This design comes from an exercise in tuning for small area and a short achievable clock period on the open sky130 flow, not from production work.

==> 04-04: inputs <==
// e203_exu_alu_dpath
module e203_exu_alu_dpath(
  input alu_req_alu,
  input alu_req_alu_add,
  input alu_req_alu_sub,
  input alu_req_alu_xor,
  input alu_req_alu_sll,
  input alu_req_alu_srl,
  input alu_req_alu_sra,
  input alu_req_alu_or,
  input alu_req_alu_and,
  input alu_req_alu_slt,
  input alu_req_alu_sltu,
  input alu_req_alu_lui,
  input [32-1:0] alu_req_alu_op1,
  input [32-1:0] alu_req_alu_op2,
  output [32-1:0] alu_req_alu_res,
  input bjp_req_alu,
  input [32-1:0] bjp_req_alu_op1,
  input [32-1:0] bjp_req_alu_op2,
  input bjp_req_alu_cmp_eq,
  input bjp_req_alu_cmp_ne,
  input bjp_req_alu_cmp_lt,
  input bjp_req_alu_cmp_gt,
  input bjp_req_alu_cmp_ltu,
  input bjp_req_alu_cmp_gtu,
  input bjp_req_alu_add,
  output bjp_req_alu_cmp_res,
  output [32-1:0] bjp_req_alu_add_res,
  input agu_req_alu,
  input [32-1:0] agu_req_alu_op1,
  input [32-1:0] agu_req_alu_op2,
  input agu_req_alu_swap,
  input agu_req_alu_add,
  input agu_req_alu_and,
  input agu_req_alu_or,
  input agu_req_alu_xor,
  input agu_req_alu_max,
  input agu_req_alu_min,
  input agu_req_alu_maxu,
  input agu_req_alu_minu,
  output [32-1:0] agu_req_alu_res,
  input agu_sbf_0_ena,
  input [32-1:0] agu_sbf_0_nxt,
  output [32-1:0] agu_sbf_0_r,
  input agu_sbf_1_ena,
  input [32-1:0] agu_sbf_1_nxt,
  output [32-1:0] agu_sbf_1_r,
  input clk,
  input rst_n
);
Settings: LEC_CHECK=0, CAP_MARGIN=20, CORE_MARGIN=2, CORE_UTILIZATION=40, CTS_BUF_LIST=sky130_fd_sc_hd__clkbuf_8, SETUP_SLACK_MARGIN=1.2, SLEW_MARGIN=20; clock period 8.5 ns.
standard.sh (not shown) runs the stock make flow with config.mk's settings and CLKGATE_MAP_FILE= SYNTH_SCRIPT=/design/flow/synth_recipe.tcl, a recipe that flattens the netlist after the stock synthesis.
==> flow/flow/run.sh <==
#!/bin/bash
# Layout flow: the standard flow (standard.sh) with two changes:
#  - synthesis is the standard script (synth_recipe.tcl: same passes, then
#    flatten and renames) except for the ABC mapping scripts (see synth.tcl);
#  - every port gets a buffer, as standard, but the plain buf_1 rather than
#    the delay cell buffer_ports picks by default.
set -euo pipefail
HERE=$(pwd)
export BUFFER_PORTS_ARGS="-buffer_cell sky130_fd_sc_hd__buf_1"
export MY_ABC_SCRIPT="$HERE/flow/abc.script"
if [[ -f "$HERE/flow/abc_sh.script" ]]; then
  export MY_ABC_SCRIPT_SH="$HERE/flow/abc_sh.script"
  export SYNTH_KEEP_MODULES="e203_alu_shifter"
fi
make -C "$FLOW_HOME" DESIGN_CONFIG="$HERE/config.mk" WORK_HOME="$HERE/orfs" CLKGATE_MAP_FILE= \
  SYNTH_SCRIPT="$HERE/flow/synth.tcl" synth > "$HERE/synth_make.log" 2>&1
unset SYNTH_KEEP_MODULES MY_ABC_SCRIPT MY_ABC_SCRIPT_SH
bash standard.sh > "$HERE/standard_flow.log" 2>&1
==> flow/flow/abc.script <==
strash
dch
map
buffer
upsize
dnsize
==> flow/flow/abc_sh.script <==
strash
&get -n
&fraig -x
&put
scorr
dc2
strash
&get -n
&dch -f
&nf -R 1000
&put
buffer
upsize
dnsize
==> flow/flow/synth.tcl <==
# synth_recipe.tcl, with ABC's mapping script replaced: flow/abc.script for the
# top module and, when the design keeps a shifter module apart
# (SYNTH_KEEP_MODULES), flow/abc_sh.script for that module. Everything is
# flattened at the end exactly as synth_recipe.tcl does.
proc synth {args} { yosys synth -nofsm -noshare {*}$args }
proc abc {args} {
  set i [lsearch -exact $args -script]
  set top $args
  lset top [expr {$i + 1}] $::env(MY_ABC_SCRIPT)
  if {[info exists ::env(MY_ABC_SCRIPT_SH)] && [info exists ::env(SYNTH_KEEP_MODULES)]} {
    set sh $args
    lset sh [expr {$i + 1}] $::env(MY_ABC_SCRIPT_SH)
    foreach m $::env(SYNTH_KEEP_MODULES) { yosys abc {*}$sh $m }
    yosys abc {*}$top $::env(DESIGN_NAME)
  } else {
    yosys abc {*}$top
  }
}
source $::env(SCRIPTS_DIR)/synth.tcl
# left out here: clear keep_hierarchy, flatten, clean up, hide names made inside functions, write 1_2_yosys.v
==> inputs of 11-14, as changes to 04-04 <==
--- a/flow/design.v
+++ b/flow/design.v
@@ -59,17 +59,16 @@
   output [32-1:0] agu_sbf_0_r,
   input agu_sbf_1_ena,
   input [32-1:0] agu_sbf_1_nxt,
   output [32-1:0] agu_sbf_1_r,
   input clk,
   input rst_n
 );
 localparam W = 32;
-genvar lv, i;
 wire alu = alu_req_alu;
 wire bjp = bjp_req_alu;
 wire agu = agu_req_alu;
 wire op_sub = (alu & (alu_req_alu_sub | alu_req_alu_slt | alu_req_alu_sltu))
             | (bjp & ~bjp_req_alu_add)
             | (agu & (agu_req_alu_max | agu_req_alu_min | agu_req_alu_maxu | agu_req_alu_minu));
 wire e_c = (alu & (alu_req_alu_add | alu_req_alu_sub | alu_req_alu_lui))
          | (bjp & bjp_req_alu_add)
@@ -80,32 +79,27 @@
 wire e_g = op_or | op_and;
 wire e_p = ~(e_c | op_or | op_xor);
 wire op_unsigned = (alu & alu_req_alu_sltu)
                  | (bjp & (bjp_req_alu_cmp_ltu | bjp_req_alu_cmp_gtu))
                  | (agu & (agu_req_alu_maxu | agu_req_alu_minu));
 wire op_slt  = alu & (alu_req_alu_slt | alu_req_alu_sltu);
 wire op_maxs = agu & (agu_req_alu_max | agu_req_alu_maxu);
 wire op_mins = agu & (agu_req_alu_min | agu_req_alu_minu);
-wire a_alu_r = alu & (alu_req_alu_srl | alu_req_alu_sra);
-wire a_alu = alu & ~alu_req_alu_lui & ~(alu_req_alu_srl | alu_req_alu_sra);
+wire a_alu = alu & ~alu_req_alu_lui;
 wire a_agu = agu & ~agu_req_alu_swap;
-wire [W-1:0] alu_op1_rev;
-generate for (i = 0; i < W; i = i + 1) begin : g_op1rev
-  assign alu_op1_rev[i] = alu_req_alu_op1[W-1-i];
-end endgenerate
-wire [W-1:0] a = ({W{a_alu}} & alu_req_alu_op1) | ({W{a_alu_r}} & alu_op1_rev)
-               | ({W{bjp}} & bjp_req_alu_op1) | ({W{a_agu}} & agu_req_alu_op1);
+wire [W-1:0] a = ({W{a_alu}} & alu_req_alu_op1) | ({W{bjp}} & bjp_req_alu_op1) | ({W{a_agu}} & agu_req_alu_op1);
 wire [W-1:0] b = ({W{alu}} & alu_req_alu_op2) | ({W{bjp}} & bjp_req_alu_op2) | ({W{agu}} & agu_req_alu_op2);
 wire [W-1:0] bx = b ^ {W{op_sub}};
 wire [W-1:0] p  = a ^ bx;
 wire [W-1:0] g  = a & bx;
 wire [W-1:0] G0 = {g[W-1:1], g[0] | (p[0] & op_sub)};
 wire [W-1:0] P0 = p;
 wire [W-1:0] Gout;
+genvar lv, i;
 wire pg_g0_1 = G0[1] | (P0[1] & G0[0]);
 wire pg_g0_3 = G0[3] | (P0[3] & G0[2]);
 wire pg_p0_3 = P0[3] & P0[2];
 wire pg_g0_5 = G0[5] | (P0[5] & G0[4]);
 wire pg_p0_5 = P0[5] & P0[4];
 wire pg_g0_7 = G0[7] | (P0[7] & G0[6]);
 wire pg_p0_7 = P0[7] & P0[6];
 wire pg_g0_9 = G0[9] | (P0[9] & G0[8]);
@@ -225,41 +219,32 @@
 assign bjp_req_alu_cmp_res = (bjp_req_alu_cmp_eq & eq)
                            | (bjp_req_alu_cmp_ne & ~eq)
                            | ((bjp_req_alu_cmp_lt | bjp_req_alu_cmp_ltu) & lt)
                            | ((bjp_req_alu_cmp_gt | bjp_req_alu_cmp_gtu) & ~lt);
 wire sel_a = (op_maxs & ~lt) | (op_mins & lt);
 wire sel_b = (op_maxs & lt) | (op_mins & ~lt);
 wire [W-1:0] mm_res = (a & {W{sel_a}}) | (b & {W{sel_b}});
 wire [4:0] sh = alu_req_alu_op2[4:0];
-e203_alu_shifter u_sh(.alu(alu), .sll(alu_req_alu_sll), .srl(alu_req_alu_srl), .sra(alu_req_alu_sra),
-                      .a(a), .a31(alu_req_alu_op1[W-1]), .sh(sh), .base(sum_res | {{W-1{1'b0}}, op_slt & lt}),
-                      .res(alu_req_alu_res));
+wire op_sll = alu & alu_req_alu_sll;
+wire op_shift = alu & (alu_req_alu_sll | alu_req_alu_srl | alu_req_alu_sra);
+wire [4:0] rot = op_sll ? (5'd0 - sh) : sh;   
+wire [W-1:0] rl [0:5];
+assign rl[0] = alu_req_alu_op1;
+generate
+  for (lv = 0; lv < 5; lv = lv + 1) begin : g_rot
+    assign rl[lv+1] = rot[lv] ? {rl[lv][(1<<lv)-1:0], rl[lv][W-1:(1<<lv)]} : rl[lv];
+  end
+endgenerate
+wire [W-1:0] shmask;
+generate
+  for (i = 0; i < W; i = i + 1) begin : g_mask
+    assign shmask[i] = op_shift & (op_sll ? (sh <= i) : ((W - 1 - i) >= sh));
+  end
+endgenerate
+wire fill = alu & alu_req_alu_sra & alu_req_alu_op1[W-1];
+wire [W-1:0] sh_res = (rl[5] & shmask) | ({W{fill}} & ~shmask);
+assign alu_req_alu_res     = sum_res | sh_res | {{W-1{1'b0}}, op_slt & lt};
 assign agu_req_alu_res     = sum_res | mm_res;
 assign bjp_req_alu_add_res = sum_res;
 sirv_gnrl_dffl #(W) sbf_0_dffl(agu_sbf_0_ena, agu_sbf_0_nxt, agu_sbf_0_r, clk);
 sirv_gnrl_dffl #(W) sbf_1_dffl(agu_sbf_1_ena, agu_sbf_1_nxt, agu_sbf_1_r, clk);
 endmodule
-module e203_alu_shifter(
-  input alu, input sll, input srl, input sra,
-  input [31:0] a,    
-  input a31,         
-  input [4:0] sh,
-  input [31:0] base,
-  output [31:0] res
-);
-localparam W = 32;
-genvar lv, i;
-wire op_sll = alu & sll;
-wire op_shift = alu & (sll | srl | sra);
-wire op_right = alu & (srl | sra);
-wire fill = alu & sra & a31;
-wire [W-1:0] sl [0:5];
-assign sl[0] = a;
-generate
-  for (lv = 0; lv < 5; lv = lv + 1) begin : g_sl
-    assign sl[lv+1] = sh[lv] ? {sl[lv][W-1-(1<<lv):0], {(1<<lv){fill}}} : sl[lv];
-  end
-endgenerate
-generate for (i = 0; i < W; i = i + 1) begin : g_rout
-  assign res[i] = base[i] | (op_shift & (op_right ? sl[5][W-1-i] : sl[5][i]));
-end endgenerate
-endmodule
==> flow/flow/run.sh (replaced) <==
#!/bin/bash
# Layout flow: the standard flow (standard.sh) with two changes:
#  - synthesis is the standard script (synth_recipe.tcl: same passes, flatten,
#    renames) except that ABC maps the logic with flow/abc.script;
#  - every port gets a buffer (as standard), but the plain buf_1 rather than
#    the delay cell buffer_ports picks by default.
set -euo pipefail
HERE=$(pwd)
export BUFFER_PORTS_ARGS="-buffer_cell sky130_fd_sc_hd__buf_1"
export MY_ABC_SCRIPT="$HERE/flow/abc.script"
make -C "$FLOW_HOME" DESIGN_CONFIG="$HERE/config.mk" WORK_HOME="$HERE/orfs" CLKGATE_MAP_FILE= \
  SYNTH_SCRIPT="$HERE/flow/synth.tcl" synth > "$HERE/synth_make.log" 2>&1
bash standard.sh > "$HERE/standard_flow.log" 2>&1
==> flow/flow/synth.tcl (replaced) <==
# synth_recipe.tcl, with ABC's mapping script replaced by MY_ABC_SCRIPT.
proc synth {args} { yosys synth -nofsm -noshare {*}$args }
proc abc {args} {
  set i [lsearch -exact $args -script]
  if {$i >= 0 && [info exists ::env(MY_ABC_SCRIPT)]} { lset args [expr {$i + 1}] $::env(MY_ABC_SCRIPT) }
  puts "abc (own script): $args"
  yosys abc {*}$args
}
source $::env(SCRIPTS_DIR)/synth.tcl
# left out here: clear keep_hierarchy, flatten, clean up, hide names made inside functions, write 1_2_yosys.v
removed: flow/flow/abc_sh.script
==> inputs of 10-26, as changes to 04-04 <==
--- a/flow/design.v
+++ b/flow/design.v
@@ -59,17 +59,16 @@
   output [32-1:0] agu_sbf_0_r,
   input agu_sbf_1_ena,
   input [32-1:0] agu_sbf_1_nxt,
   output [32-1:0] agu_sbf_1_r,
   input clk,
   input rst_n
 );
 localparam W = 32;
-genvar lv, i;
 wire alu = alu_req_alu;
 wire bjp = bjp_req_alu;
 wire agu = agu_req_alu;
 wire op_sub = (alu & (alu_req_alu_sub | alu_req_alu_slt | alu_req_alu_sltu))
             | (bjp & ~bjp_req_alu_add)
             | (agu & (agu_req_alu_max | agu_req_alu_min | agu_req_alu_maxu | agu_req_alu_minu));
 wire e_c = (alu & (alu_req_alu_add | alu_req_alu_sub | alu_req_alu_lui))
          | (bjp & bjp_req_alu_add)
@@ -80,32 +79,27 @@
 wire e_g = op_or | op_and;
 wire e_p = ~(e_c | op_or | op_xor);
 wire op_unsigned = (alu & alu_req_alu_sltu)
                  | (bjp & (bjp_req_alu_cmp_ltu | bjp_req_alu_cmp_gtu))
                  | (agu & (agu_req_alu_maxu | agu_req_alu_minu));
 wire op_slt  = alu & (alu_req_alu_slt | alu_req_alu_sltu);
 wire op_maxs = agu & (agu_req_alu_max | agu_req_alu_maxu);
 wire op_mins = agu & (agu_req_alu_min | agu_req_alu_minu);
-wire a_alu_r = alu & (alu_req_alu_srl | alu_req_alu_sra);
-wire a_alu = alu & ~alu_req_alu_lui & ~(alu_req_alu_srl | alu_req_alu_sra);
+wire a_alu = alu & ~alu_req_alu_lui;
 wire a_agu = agu & ~agu_req_alu_swap;
-wire [W-1:0] alu_op1_rev;
-generate for (i = 0; i < W; i = i + 1) begin : g_op1rev
-  assign alu_op1_rev[i] = alu_req_alu_op1[W-1-i];
-end endgenerate
-wire [W-1:0] a = ({W{a_alu}} & alu_req_alu_op1) | ({W{a_alu_r}} & alu_op1_rev)
-               | ({W{bjp}} & bjp_req_alu_op1) | ({W{a_agu}} & agu_req_alu_op1);
+wire [W-1:0] a = ({W{a_alu}} & alu_req_alu_op1) | ({W{bjp}} & bjp_req_alu_op1) | ({W{a_agu}} & agu_req_alu_op1);
 wire [W-1:0] b = ({W{alu}} & alu_req_alu_op2) | ({W{bjp}} & bjp_req_alu_op2) | ({W{agu}} & agu_req_alu_op2);
 wire [W-1:0] bx = b ^ {W{op_sub}};
 wire [W-1:0] p  = a ^ bx;
 wire [W-1:0] g  = a & bx;
 wire [W-1:0] G0 = {g[W-1:1], g[0] | (p[0] & op_sub)};
 wire [W-1:0] P0 = p;
 wire [W-1:0] Gout;
+genvar lv, i;
 wire pg_g0_1 = G0[1] | (P0[1] & G0[0]);
 wire pg_g0_3 = G0[3] | (P0[3] & G0[2]);
 wire pg_p0_3 = P0[3] & P0[2];
 wire pg_g0_5 = G0[5] | (P0[5] & G0[4]);
 wire pg_p0_5 = P0[5] & P0[4];
 wire pg_g0_7 = G0[7] | (P0[7] & G0[6]);
 wire pg_p0_7 = P0[7] & P0[6];
 wire pg_g0_9 = G0[9] | (P0[9] & G0[8]);
@@ -225,41 +219,32 @@
 assign bjp_req_alu_cmp_res = (bjp_req_alu_cmp_eq & eq)
                            | (bjp_req_alu_cmp_ne & ~eq)
                            | ((bjp_req_alu_cmp_lt | bjp_req_alu_cmp_ltu) & lt)
                            | ((bjp_req_alu_cmp_gt | bjp_req_alu_cmp_gtu) & ~lt);
 wire sel_a = (op_maxs & ~lt) | (op_mins & lt);
 wire sel_b = (op_maxs & lt) | (op_mins & ~lt);
 wire [W-1:0] mm_res = (a & {W{sel_a}}) | (b & {W{sel_b}});
 wire [4:0] sh = alu_req_alu_op2[4:0];
-e203_alu_shifter u_sh(.alu(alu), .sll(alu_req_alu_sll), .srl(alu_req_alu_srl), .sra(alu_req_alu_sra),
-                      .a(a), .a31(alu_req_alu_op1[W-1]), .sh(sh), .base(sum_res | {{W-1{1'b0}}, op_slt & lt}),
-                      .res(alu_req_alu_res));
+wire op_sll = alu & alu_req_alu_sll;
+wire op_shift = alu & (alu_req_alu_sll | alu_req_alu_srl | alu_req_alu_sra);
+wire [4:0] rot = op_sll ? (5'd0 - sh) : sh;   
+wire [W-1:0] rl [0:5];
+assign rl[0] = alu_req_alu_op1;
+generate
+  for (lv = 0; lv < 5; lv = lv + 1) begin : g_rot
+    assign rl[lv+1] = rot[lv] ? {rl[lv][(1<<lv)-1:0], rl[lv][W-1:(1<<lv)]} : rl[lv];
+  end
+endgenerate
+wire [W-1:0] shmask;
+generate
+  for (i = 0; i < W; i = i + 1) begin : g_mask
+    assign shmask[i] = op_shift & (op_sll ? (sh <= i) : ((W - 1 - i) >= sh));
+  end
+endgenerate
+wire fill = alu & alu_req_alu_sra & alu_req_alu_op1[W-1];
+wire [W-1:0] sh_res = (rl[5] & shmask) | ({W{fill}} & ~shmask);
+assign alu_req_alu_res     = sum_res | sh_res | {{W-1{1'b0}}, op_slt & lt};
 assign agu_req_alu_res     = sum_res | mm_res;
 assign bjp_req_alu_add_res = sum_res;
 sirv_gnrl_dffl #(W) sbf_0_dffl(agu_sbf_0_ena, agu_sbf_0_nxt, agu_sbf_0_r, clk);
 sirv_gnrl_dffl #(W) sbf_1_dffl(agu_sbf_1_ena, agu_sbf_1_nxt, agu_sbf_1_r, clk);
 endmodule
-module e203_alu_shifter(
-  input alu, input sll, input srl, input sra,
-  input [31:0] a,    
-  input a31,         
-  input [4:0] sh,
-  input [31:0] base,
-  output [31:0] res
-);
-localparam W = 32;
-genvar lv, i;
-wire op_sll = alu & sll;
-wire op_shift = alu & (sll | srl | sra);
-wire op_right = alu & (srl | sra);
-wire fill = alu & sra & a31;
-wire [W-1:0] sl [0:5];
-assign sl[0] = a;
-generate
-  for (lv = 0; lv < 5; lv = lv + 1) begin : g_sl
-    assign sl[lv+1] = sh[lv] ? {sl[lv][W-1-(1<<lv):0], {(1<<lv){fill}}} : sl[lv];
-  end
-endgenerate
-generate for (i = 0; i < W; i = i + 1) begin : g_rout
-  assign res[i] = base[i] | (op_shift & (op_right ? sl[5][W-1-i] : sl[5][i]));
-end endgenerate
-endmodule
==> flow/flow/abc.script (replaced) <==
strash
&get -n
&fraig -x
&put
scorr
dc2
strash
&get -n
&dch -f
&nf -R 1000
&put
buffer
upsize
dnsize
Settings changed: CTS_BUF_LIST sky130_fd_sc_hd__clkbuf_8 to unset.
removed: flow/flow/abc_sh.script
==> flow_metrics.env <==
export IMPL_status="complete, no violations"
export IMPL_n_all_buffers=531
export IMPL_syn_mean_instance_area_um2=6.88
export IMPL_synth_xor_area_frac=0.0412
export IMPL_p_comb_frac=0.661
export IMPL_n_antenna_cell=1
export IMPL_synth_simple_area_share=0.262
export IMPL_dp_slack_ns=0.516
export IMPL_grt_max_degree=54
export IMPL_globalRouteMet2Util=0.654
That was 04-04.
==> flow_metrics.env <==
export IMPL_status="complete, no violations"
export IMPL_yosysMostFrequentCell="nand2_1"
export IMPL_std_cell_rows=54
export IMPL_worstPathMaxFanout=21
export IMPL_synth_xor_area_frac=0.0449
export IMPL_grt_max_degree=40
export IMPL_globalRouteMet2Util=0.582
export IMPL_n_antenna_cell=0
export IMPL_p_comb_frac=0.677
export IMPL_critPathMostFrequentCell="nand2_1"
export IMPL_dp_slack_ns=1.05
export IMPL_crit_family="compound AO/OA/AOI/OAI gates"
export IMPL_n_all_buffers=484
That was 11-14.
==> flow_metrics.env <==
export IMPL_grt_max_degree=47
export IMPL_synth_simple_area_share=0.164
export IMPL_status="complete, no violations"
export IMPL_n_all_buffers=579
export IMPL_cts_root_buffer="clkbuf_16"
export IMPL_dp_slack_ns=0.202
export IMPL_syn_mean_instance_area_um2=7.60
export IMPL_crit_end="alu_req_alu_res[29]"
export IMPL_nClkBuffers=9
export IMPL_crit_chain="clkbuf_16, nor2b_4, buf_4, buf_4, nand2_1, nand2_1, ha_1, nand4_1, nor2_2, a2111oi_4, nor2_2, a2111oi_4, o21ai_2, a21oi_2, o21ai_2, and2_4, inv_4, o22ai_4, buf_4, a222oi_1, nand3_1, o21ai_4, a211o_1, clkbuf_2"
export IMPL_p_comb_frac=0.706
export IMPL_yosysMostFrequentCell="o21ai_0"
export IMPL_wl_met1_um=18000
export IMPL_syn_inst=1051
export IMPL_synth_xor_area_frac=0.0395
export IMPL_worstPathMaxFanout=19
export IMPL_globalRouteMet2Util=0.654
export IMPL_n_antenna_cell=2
export IMPL_wire_per_inst_um=25.5
That was 10-26.
No functional check of the RTL was part of any run of this note.

==> afterwards: timing with drivers on the ports <==
The flow's constraints put no driver on any port. The routed layouts listed below were extracted and timed again, unchanged, in two steps. Step 1 (the two cells are an assumption about what drives the block):
set clk [get_ports {clk}]
set_driving_cell -lib_cell sky130_fd_sc_hd__clkbuf_16 $clk
set_driving_cell -lib_cell sky130_fd_sc_hd__buf_2 [delete_from_list [all_inputs] $clk]
Step 2 adds t to the input delays and takes it off the output delays; t is the mean of the earliest and latest rising clock arrival at the registers after step 1. Input paths then give back, and output paths get back, about the clock's delay inside the block. Slacks: ideal / step 1 / step 2; pairs: ideal / step 1.
| run | shift t [ns] | setup slack, ns | worst register clock-pin slew, ns | pins driven straight from the clock port |
|---|---|---|---|---|
| 04-04 | 0.402 | 1.311 / 1.279 / 1.279 | 0.09 / 0.09 | 1 |
| 11-14 | 0.373 | 1.389 / 1.365 / 1.365 | 0.08 / 0.08 | 1 |
| 10-26 | 0.370 | 0.515 / 0.443 / 0.443 | 0.06 / 0.06 | 1 |
After both steps setup and hold are still met in every run listed. The setup slack of 10-26, which loses most, moves by -0.072 ns with the drivers and by -0.072 ns with both steps.
